This design comes from an exercise in tuning for small area, a short achievable clock period and few clock cycles on the open sky130 flow, not from production work.
RTL that was checked went through simulation tests only; none was proved equivalent to the original.
No activity file was given, so power comes from the tool's default toggle rates.

==> module processing_element_avalon_interface, before the edit <==
module processing_element_avalon_interface (
    input csi_clockreset_clk,
    input csi_clockreset_reset_n,
    input [7:0] avs_s1_address,
    input avs_s1_read,
    input avs_s1_write,
    input [31:0] avs_s1_writedata,
    output reg [31:0] avs_s1_readdata
);
    wire clk = csi_clockreset_clk;
    wire rst = ~csi_clockreset_reset_n;
    wire [7:0] a = avs_s1_address;
    reg       wr_v;
    reg [4:0] wr_a;
    reg [7:0] wr_d;
    always @(posedge clk) begin
        wr_v <= ~rst & avs_s1_write & (a < 8'd18);
        wr_a <= a[4:0];
        wr_d <= avs_s1_writedata[7:0];
    end
    reg [7:0] img [0:8];
    reg [7:0] filt [0:8];
    reg start;
    wire [7:0] din = rst ? 8'd0 : wr_d;
    wire live = wr_v;
    wire [8:0] sel_x, sel_w;
    genvar i;
    generate
        for (i = 0; i < 9; i = i + 1) begin : g_op
            assign sel_x[i] = live & (wr_a == i);
            assign sel_w[i] = live & (wr_a == i + 9);
            always @(posedge clk)
                if (rst | sel_x[i]) img[i] <= din;
            always @(posedge clk)
                if (rst | sel_w[i]) filt[i] <= din;
        end
    endgenerate
    wire [8:0] sel = sel_x | sel_w;
    wire [7:0] xs, ws;
    generate
        for (i = 0; i < 8; i = i + 1) begin : g_mux
            pe_mux9 mx (
                .s(sel),
                .d({img[8][i], img[7][i], img[6][i], img[5][i], img[4][i],
                    img[3][i], img[2][i], img[1][i], img[0][i]}),
                .y(xs[i])
            );
            pe_mux9 mw (
                .s(sel),
                .d({filt[8][i], filt[7][i], filt[6][i], filt[5][i], filt[4][i],
                    filt[3][i], filt[2][i], filt[1][i], filt[0][i]}),
                .y(ws[i])
            );
        end
    endgenerate
    wire is_x = |sel_x;
    wire [7:0] old_v   = is_x ? xs : ws;
    wire [7:0] other_v = is_x ? ws : xs;
    wire [8:0] delta = {wr_d[7], wr_d} - {old_v[7], old_v};
    always @(posedge clk)
        if (rst) start <= 1'b0;
        else if (avs_s1_write & (a == 8'd18)) start <= avs_s1_writedata[0];
    reg [8:0] d_q;
    reg [7:0] o_q;
    reg [18:0] acc;
    wire [18:0] sum;
    always @(posedge clk) begin
        d_q <= delta;
        o_q <= other_v & {8{~rst}};
    end
    pe_mac_tree mac (
        .d(d_q),
        .o(o_q),
        .acc(acc),
        .sum(sum)
    );
    always @(posedge clk)
        if (rst) acc <= 19'd0;
        else acc <= sum;
    wire [31:0] result = {{13{acc[18]}}, acc};
    wire [3:0] h1, h2, is31;
    wire [31:0] rd_bits;
    generate
        for (i = 0; i < 4; i = i + 1) begin : g_dec
            pe_dec30 dec (.a(a), .h1(h1[i]), .h2(h2[i]), .is31(is31[i]));
        end
    endgenerate
    pe_rd0 rd0 (.a(h1[0]), .b(h2[0]), .c(result[0]), .d(is31[0]), .e(start), .y(rd_bits[0]));
    generate
        for (i = 1; i < 32; i = i + 1) begin : g_rd
            pe_and3 rd (.a(h1[i/8]), .b(h2[i/8]), .c(result[i]), .y(rd_bits[i]));
        end
    endgenerate
    always @(*)
        avs_s1_readdata = rd_bits;
endmodule
clock: 12.5 ns
lec_check: 0
cap_margin: 20
core_margin: 2
core_utilization: 40
slew_margin: 20
synth_hierarchical: 1
synth_minimum_keep_size: 0
standard.sh (not shown) runs the stock make flow with config.mk's settings and CLKGATE_MAP_FILE= SYNTH_SCRIPT=/design/flow/synth_recipe.tcl, a recipe that flattens the netlist after the stock synthesis.
==> flow/flow/run.sh <==
#!/bin/bash
# Standard ORFS layout, with repair_timing asked to leave extra setup slack so
# that the fixed input/output paths are built fast. The SDC is the standard flow's own.
set -euo pipefail
bash standard.sh SETUP_SLACK_MARGIN=7 MATCH_CELL_FOOTPRINT=0 \
  "BUFFER_PORTS_ARGS=-buffer_cell sky130_fd_sc_hd__buf_2" finish > standard_flow.log 2>&1
The first run produced a clean layout.
Then changed:
--- a/flow/design.v
+++ b/flow/design.v
@@ -396,21 +396,17 @@
     );
     always @(posedge clk)
         if (rst) acc <= 19'd0;
         else acc <= sum;
     wire [31:0] result = {{13{acc[18]}}, acc};
-    wire [3:0] h1, h2, is31;
+    wire h1, h2, is31;
+    pe_dec30 dec (.a(a), .h1(h1), .h2(h2), .is31(is31));
     wire [31:0] rd_bits;
-    generate
-        for (i = 0; i < 4; i = i + 1) begin : g_dec
-            pe_dec30 dec (.a(a), .h1(h1[i]), .h2(h2[i]), .is31(is31[i]));
-        end
-    endgenerate
-    pe_rd0 rd0 (.a(h1[0]), .b(h2[0]), .c(result[0]), .d(is31[0]), .e(start), .y(rd_bits[0]));
+    pe_rd0 rd0 (.a(h1), .b(h2), .c(result[0]), .d(is31), .e(start), .y(rd_bits[0]));
     generate
         for (i = 1; i < 32; i = i + 1) begin : g_rd
-            pe_and3 rd (.a(h1[i/8]), .b(h2[i/8]), .c(result[i]), .y(rd_bits[i]));
+            pe_and3 rd (.a(h1), .b(h2), .c(result[i]), .y(rd_bits[i]));
         end
     endgenerate
     always @(*)
         avs_s1_readdata = rd_bits;
 endmodule
- die area goes down slightly
- via count shrinks by a few percent
- routed wire length falls by a few percent
- global-route usage decreases by 0.38 points
- final cell count shrinks slightly
- flip-flop and latch count does not change
- area after synthesis came out lower slightly
Testbench counts after the change, summed over its fixed seeds: cycles 36,800.
Only the layout flow was run in the first run of this note; the RTL was not checked for function there.

---

The RTL this note starts from:
==> flow/design.v <==
module processing_element_fsm (
    input wire clk,
    input wire rst,
    input wire [8:0] delta,    
    input wire [7:0] other,    
    output wire signed [31:0] result
);
    reg [8:0] d_q;
    reg [7:0] o_q;
    reg [18:0] acc;
    always @(posedge clk) begin
        d_q <= delta;
        o_q <= other;
    end
    reg [18:0] row;
    reg [18:0] sum;
    integer i, j;
    always @(*) begin
        sum = acc;
        for (j = 0; j < 8; j = j + 1) begin
            row = 19'd0;
            for (i = 0; i < 9; i = i + 1) begin
                if ((i == 8) ^ (j == 7)) row[i+j] = ~(d_q[i] & o_q[j]);
                else row[i+j] = d_q[i] & o_q[j];
            end
            sum = sum + row;
        end
    end
    localparam [18:0] K = 19'd459136;
    always @(posedge clk)
        if (rst) acc <= 19'd0;
        else acc <= sum + K;
    assign result = {{13{acc[18]}}, acc};
endmodule
module processing_element_avalon_interface (
    input csi_clockreset_clk,
    input csi_clockreset_reset_n,
    input [7:0] avs_s1_address,
    input avs_s1_read,
    input avs_s1_write,
    input [31:0] avs_s1_writedata,
    output reg [31:0] avs_s1_readdata
);
    wire clk = csi_clockreset_clk;
    wire rst = ~csi_clockreset_reset_n;
    wire wen = avs_s1_write & ~rst;
    wire [7:0] a = avs_s1_address;
    reg [7:0] img [0:8];
    reg [7:0] filt [0:8];
    reg start;
    wire [7:0] din = rst ? 8'd0 : avs_s1_writedata[7:0];
    wire [8:0] sel_x, sel_w;
    reg  [7:0] xs, ws;
    integer k;
    genvar i;
    generate
        for (i = 0; i < 9; i = i + 1) begin : g_op
            assign sel_x[i] = wen & (a == i);
            assign sel_w[i] = wen & (a == i + 9);
            always @(posedge clk)
                if (rst | sel_x[i]) img[i] <= din;
            always @(posedge clk)
                if (rst | sel_w[i]) filt[i] <= din;
        end
    endgenerate
    always @(*) begin
        xs = 8'd0;
        ws = 8'd0;
        for (k = 0; k < 9; k = k + 1) begin
            if (sel_x[k] | sel_w[k]) begin
                xs = xs | img[k];
                ws = ws | filt[k];
            end
        end
    end
    wire is_x = |sel_x;
    wire [7:0] old_v   = is_x ? xs : ws;
    wire [7:0] other_v = is_x ? ws : xs;
    wire [8:0] delta = {din[7], din} - {old_v[7], old_v};
    always @(posedge clk)
        if (rst) start <= 1'b0;
        else if (wen & (a == 8'd18)) start <= avs_s1_writedata[0];
    wire signed [31:0] result;
    processing_element_fsm pe_inst (
        .clk(clk),
        .rst(rst),
        .delta(delta),
        .other(other_v),
        .result(result)
    );
    always @(*) begin
        case (a)
            8'd30: avs_s1_readdata = result;
            8'd31: avs_s1_readdata = {31'd0, start};
            default: avs_s1_readdata = 32'd0;
        endcase
    end
endmodule
clock: 12.5 ns
lec_check: 0
cap_margin: 20
core_margin: 2
core_utilization: 40
slew_margin: 20
Scripts as last shown in full above: flow/flow/run.sh
Then changed:
==> flow/design.v (replaced) <==
module processing_element_fsm (
    input wire clk,
    input wire rst,
    input wire [8:0] delta,    
    input wire [7:0] other,    
    output wire signed [31:0] result
);
    reg signed [8:0] d_q;
    reg signed [7:0] o_q;
    reg signed [18:0] acc;
    always @(posedge clk) begin
        d_q <= delta;
        o_q <= other;
    end
    always @(posedge clk)
        if (rst) acc <= 19'sd0;
        else acc <= acc + d_q * o_q;
    assign result = {{13{acc[18]}}, acc};
endmodule
module processing_element_avalon_interface (
    input csi_clockreset_clk,
    input csi_clockreset_reset_n,
    input [7:0] avs_s1_address,
    input avs_s1_read,
    input avs_s1_write,
    input [31:0] avs_s1_writedata,
    output reg [31:0] avs_s1_readdata
);
    wire clk = csi_clockreset_clk;
    wire rst = ~csi_clockreset_reset_n;
    wire [7:0] a = avs_s1_address;
    reg       wr_v;
    reg [4:0] wr_a;
    reg [7:0] wr_d;
    always @(posedge clk) begin
        wr_v <= ~rst & avs_s1_write & (a < 8'd18);
        wr_a <= a[4:0];
        wr_d <= avs_s1_writedata[7:0];
    end
    reg [7:0] img [0:8];
    reg [7:0] filt [0:8];
    reg start;
    wire [7:0] din = rst ? 8'd0 : wr_d;
    wire live = wr_v & ~rst;
    wire [8:0] sel_x, sel_w;
    reg  [7:0] xs, ws;
    integer k;
    genvar i;
    generate
        for (i = 0; i < 9; i = i + 1) begin : g_op
            assign sel_x[i] = live & (wr_a == i);
            assign sel_w[i] = live & (wr_a == i + 9);
            always @(posedge clk)
                if (rst | sel_x[i]) img[i] <= din;
            always @(posedge clk)
                if (rst | sel_w[i]) filt[i] <= din;
        end
    endgenerate
    always @(*) begin
        xs = 8'd0;
        ws = 8'd0;
        for (k = 0; k < 9; k = k + 1) begin
            if (sel_x[k] | sel_w[k]) begin
                xs = xs | img[k];
                ws = ws | filt[k];
            end
        end
    end
    wire is_x = |sel_x;
    wire [7:0] old_v   = is_x ? xs : ws;
    wire [7:0] other_v = is_x ? ws : xs;
    wire [8:0] delta = {wr_d[7], wr_d} - {old_v[7], old_v};
    always @(posedge clk)
        if (rst) start <= 1'b0;
        else if (avs_s1_write & (a == 8'd18)) start <= avs_s1_writedata[0];
    wire signed [31:0] result;
    processing_element_fsm pe_inst (
        .clk(clk),
        .rst(rst),
        .delta(delta),
        .other(other_v),
        .result(result)
    );
    always @(*) begin
        case (a)
            8'd30: avs_s1_readdata = result;
            8'd31: avs_s1_readdata = {31'd0, start};
            default: avs_s1_readdata = 32'd0;
        endcase
    end
endmodule
The new run went through all stages and came out clean.
Clock skew grows by 0.011 ns.
Routed wire length increases by roughly a tenth.
Setup slack improves by 0.059 ns.
Global-route usage is higher by 0.22 points.
Count of clock-buffer cells in the layout grows by 1.
Non-clock buffer count grows by 17.
Final area climbs by roughly a tenth.
Sequential power went down slightly.
Clock power rose by a few percent.
Hold slack got worse by 0.027 ns.
Synthesized cell count climbs by about a fifth.
Function was not checked in any run of this note: the RTL went through the layout flow alone.

---

== run 1 ==
RTL: one of the versions met above, not the one the previous note started from.
Size: about 680 cells after synthesis, about 200 flip-flops, ~76 I/O pins, roughly 0.0097 sq mm of cells after synthesis.
==> module pe_dec30, before the edit <==
module pe_dec30 (input wire [7:0] a, output wire h1, output wire h2, output wire is31);
    assign h1 = &a[4:1];
    assign h2 = ~(a[7] | a[6] | a[5] | a[0]);
    assign is31 = (a == 8'd31);
endmodule
==> module pe_and3, before the edit <==
module pe_and3 (input wire a, input wire b, input wire c, output wire y);
    assign y = a & b & c;
endmodule
==> module pe_rd0, before the edit <==
module pe_rd0 (
    input wire a, input wire b, input wire c, input wire d, input wire e,
    output wire y
);
    assign y = (a & b & c) | (d & e);
endmodule
==> module processing_element_avalon_interface, before the edit <==
module processing_element_avalon_interface (
    input csi_clockreset_clk,
    input csi_clockreset_reset_n,
    input [7:0] avs_s1_address,
    input avs_s1_read,
    input avs_s1_write,
    input [31:0] avs_s1_writedata,
    output reg [31:0] avs_s1_readdata
);
    wire clk = csi_clockreset_clk;
    wire rst = ~csi_clockreset_reset_n;
    wire [7:0] a = avs_s1_address;
    reg       wr_v;
    reg [4:0] wr_a;
    reg [7:0] wr_d;
    always @(posedge clk) begin
        wr_v <= ~rst & avs_s1_write & (a < 8'd18);
        wr_a <= a[4:0];
        wr_d <= avs_s1_writedata[7:0];
    end
    reg [7:0] img [0:8];
    reg [7:0] filt [0:8];
    reg start;
    wire [7:0] din = rst ? 8'd0 : wr_d;
    wire live = wr_v;
    wire [8:0] sel_x, sel_w;
    genvar i;
    generate
        for (i = 0; i < 9; i = i + 1) begin : g_op
            assign sel_x[i] = live & (wr_a == i);
            assign sel_w[i] = live & (wr_a == i + 9);
            always @(posedge clk)
                if (rst | sel_x[i]) img[i] <= din;
            always @(posedge clk)
                if (rst | sel_w[i]) filt[i] <= din;
        end
    endgenerate
    wire [8:0] sel = sel_x | sel_w;
    wire [7:0] xs, ws;
    generate
        for (i = 0; i < 8; i = i + 1) begin : g_mux
            pe_mux9 mx (
                .s(sel),
                .d({img[8][i], img[7][i], img[6][i], img[5][i], img[4][i],
                    img[3][i], img[2][i], img[1][i], img[0][i]}),
                .y(xs[i])
            );
            pe_mux9 mw (
                .s(sel),
                .d({filt[8][i], filt[7][i], filt[6][i], filt[5][i], filt[4][i],
                    filt[3][i], filt[2][i], filt[1][i], filt[0][i]}),
                .y(ws[i])
            );
        end
    endgenerate
    wire is_x = |sel_x;
    wire [7:0] old_v   = is_x ? xs : ws;
    wire [7:0] other_v = is_x ? ws : xs;
    wire [8:0] delta = {wr_d[7], wr_d} - {old_v[7], old_v};
    always @(posedge clk)
        if (rst) start <= 1'b0;
        else if (avs_s1_write & (a == 8'd18)) start <= avs_s1_writedata[0];
    reg [8:0] d_q;
    reg [7:0] o_q;
    reg [18:0] acc;
    wire [18:0] sum;
    always @(posedge clk) begin
        d_q <= delta;
        o_q <= other_v & {8{~rst}};
    end
    pe_mac_tree mac (
        .d(d_q),
        .o(o_q),
        .acc(acc),
        .sum(sum)
    );
    always @(posedge clk)
        if (rst) acc <= 19'd0;
        else acc <= sum;
    wire [31:0] result = {{13{acc[18]}}, acc};
    wire h1, h2, is31;
    pe_dec30 dec (.a(a), .h1(h1), .h2(h2), .is31(is31));
    wire [31:0] rd_bits;
    pe_rd0 rd0 (.a(h1), .b(h2), .c(result[0]), .d(is31), .e(start), .y(rd_bits[0]));
    generate
        for (i = 1; i < 32; i = i + 1) begin : g_rd
            pe_and3 rd (.a(h1), .b(h2), .c(result[i]), .y(rd_bits[i]));
        end
    endgenerate
    always @(*)
        avs_s1_readdata = rd_bits;
endmodule
export LEC_CHECK = 0
export CAP_MARGIN = 20
export CORE_MARGIN = 2
export CORE_UTILIZATION = 40
export CTS_BUF_LIST = sky130_fd_sc_hd__clkbuf_8
export CTS_CLUSTER_SIZE = 10
export SLEW_MARGIN = 20
export SYNTH_HIERARCHICAL = 1
export SYNTH_MINIMUM_KEEP_SIZE = 0
create_clock -name core_clock -period 12.5 [get_ports {csi_clockreset_clk}]
==> flow/flow/run.sh <==
#!/bin/bash
# Standard ORFS layout, with repair_timing asked to leave extra setup slack so
# that the fixed input/output paths are built fast, and a clock tree of
# clkbuf_8 leaves without dummy loads. The SDC is the standard flow's own.
set -euo pipefail
bash standard.sh SETUP_SLACK_MARGIN=7 MATCH_CELL_FOOTPRINT=0 \
  "BUFFER_PORTS_ARGS=-buffer_cell sky130_fd_sc_hd__buf_2" \
  "CTS_ARGS=-sink_clustering_enable -repair_clock_nets -sink_clustering_size 10 -buf_list sky130_fd_sc_hd__clkbuf_8 -dont_use_dummy_load" \
  finish > standard_flow.log 2>&1
Both conditions hold for run 1: the flow ran to the end and the final layout passed the timing, DRC and antenna checks.
Testbench counts of run 1, summed over its fixed seeds: cycles 36,800.
The following lists how run 2 was set up differently from run 1:
-- flow/design.v --
<<< run 1, line 305
    assign y = ~((a1 & a2) | (b1 & b2) | (c1 & c2));
endmodule
module pe_dec30 (input wire [7:0] a, output wire h1, output wire h2, output wire is31);
    assign h1 = &a[4:1];
    assign h2 = ~(a[7] | a[6] | a[5] | a[0]);
    assign is31 = (a == 8'd31);
endmodule
module pe_and3 (input wire a, input wire b, input wire c, output wire y);
    assign y = a & b & c;
endmodule
module pe_rd0 (
    input wire a, input wire b, input wire c, input wire d, input wire e,
    output wire y
);
    assign y = (a & b & c) | (d & e);
endmodule
module processing_element_avalon_interface (
>>> run 2, line 305
    assign y = ~((a1 & a2) | (b1 & b2) | (c1 & c2));
endmodule
module pe_dec30 (
    input wire [7:0] a,
    output wire h1, output wire h2, output wire h3, output wire is31
);
    assign h1 = &a[4:1];
    assign h2 = ~(a[7] | a[6]);
    assign h3 = ~(a[5] | a[0]);
    assign is31 = (a == 8'd31);
endmodule
module pe_and4 (input wire a, input wire b, input wire c, input wire d, output wire y);
    assign y = a & b & c & d;
endmodule
module pe_rd0 (
    input wire a, input wire b, input wire c, input wire d, input wire e, input wire f,
    output wire y
);
    assign y = (a & b & c & d) | (e & f);
endmodule
module processing_element_avalon_interface (
<<< run 1, line 399
        else acc <= sum;
    wire [31:0] result = {{13{acc[18]}}, acc};
    wire h1, h2, is31;
    pe_dec30 dec (.a(a), .h1(h1), .h2(h2), .is31(is31));
    wire [31:0] rd_bits;
    pe_rd0 rd0 (.a(h1), .b(h2), .c(result[0]), .d(is31), .e(start), .y(rd_bits[0]));
    generate
        for (i = 1; i < 32; i = i + 1) begin : g_rd
            pe_and3 rd (.a(h1), .b(h2), .c(result[i]), .y(rd_bits[i]));
        end
    endgenerate
>>> run 2, line 403
        else acc <= sum;
    wire [31:0] result = {{13{acc[18]}}, acc};
    wire h1, h2, h3, is31;
    pe_dec30 dec (.a(a), .h1(h1), .h2(h2), .h3(h3), .is31(is31));
    wire [31:0] rd_bits;
    pe_rd0 rd0 (.a(h1), .b(h2), .c(h3), .d(result[0]), .e(is31), .f(start), .y(rd_bits[0]));
    generate
        for (i = 1; i < 32; i = i + 1) begin : g_rd
            pe_and4 rd (.a(h1), .b(h2), .c(h3), .d(result[i]), .y(rd_bits[i]));
        end
    endgenerate
--- outcome ---
Going from run 1 to run 2, post-route fraction of the period consumed by the critical path now smaller; max-slew violation count ~0 delta; final hold slack has increased; layout overhead on the synthesized area moved up; share of the final layout cell area in sequential cells lost 1.4 points.
Compared with run 1, run 2 shows a higher power.
The RTL of run 2 was laid out without a check of its function.

## static timing again, ports no longer ideal
How much do the figures lean on ideal ports? The routed layouts below were timed once more, with nothing changed but the port constraints.
Step 1: set_driving_cell puts a clkbuf_16 on csi_clockreset_clk and a buf_2 on each other input, an assumption about the parent block.
Step 2 moves the port delays by t, midway between the first and last clock arrival at a register: inputs arrive t later, outputs are due t later. That takes back most of the time a late clock gives input paths.
Three values: ideal, step 1, step 2; two values: the first two.
run | t, ns | slack for setup (ns) | worst hold slack (ns)
the first run of note 1 | 0.477 | 6.647 / 6.592 / 6.592 | 0.553 / 0.553 / 0.553
the second run of note 1 | 0.477 | 6.517 / 6.483 / 6.483 | 0.548 / 0.548 / 0.548
the first run of note 2 | 0.481 | 6.243 / 6.212 / 6.212 | 0.537 / 0.537 / 0.537
the second run of note 2 | 0.478 | 6.302 / 6.265 / 6.265 | 0.510 / 0.510 / 0.510
run 1 | 0.481 | 6.518 / 6.482 / 6.482 | 0.543 / 0.543 / 0.543
run 2 | 0.488 | 6.647 / 6.584 / 6.584 | 0.564 / 0.564 / 0.564
After both steps every run listed still meets setup and hold. The setup slack of run 2, which loses most, moves by -0.063 ns with the drivers and by -0.063 ns with both steps.
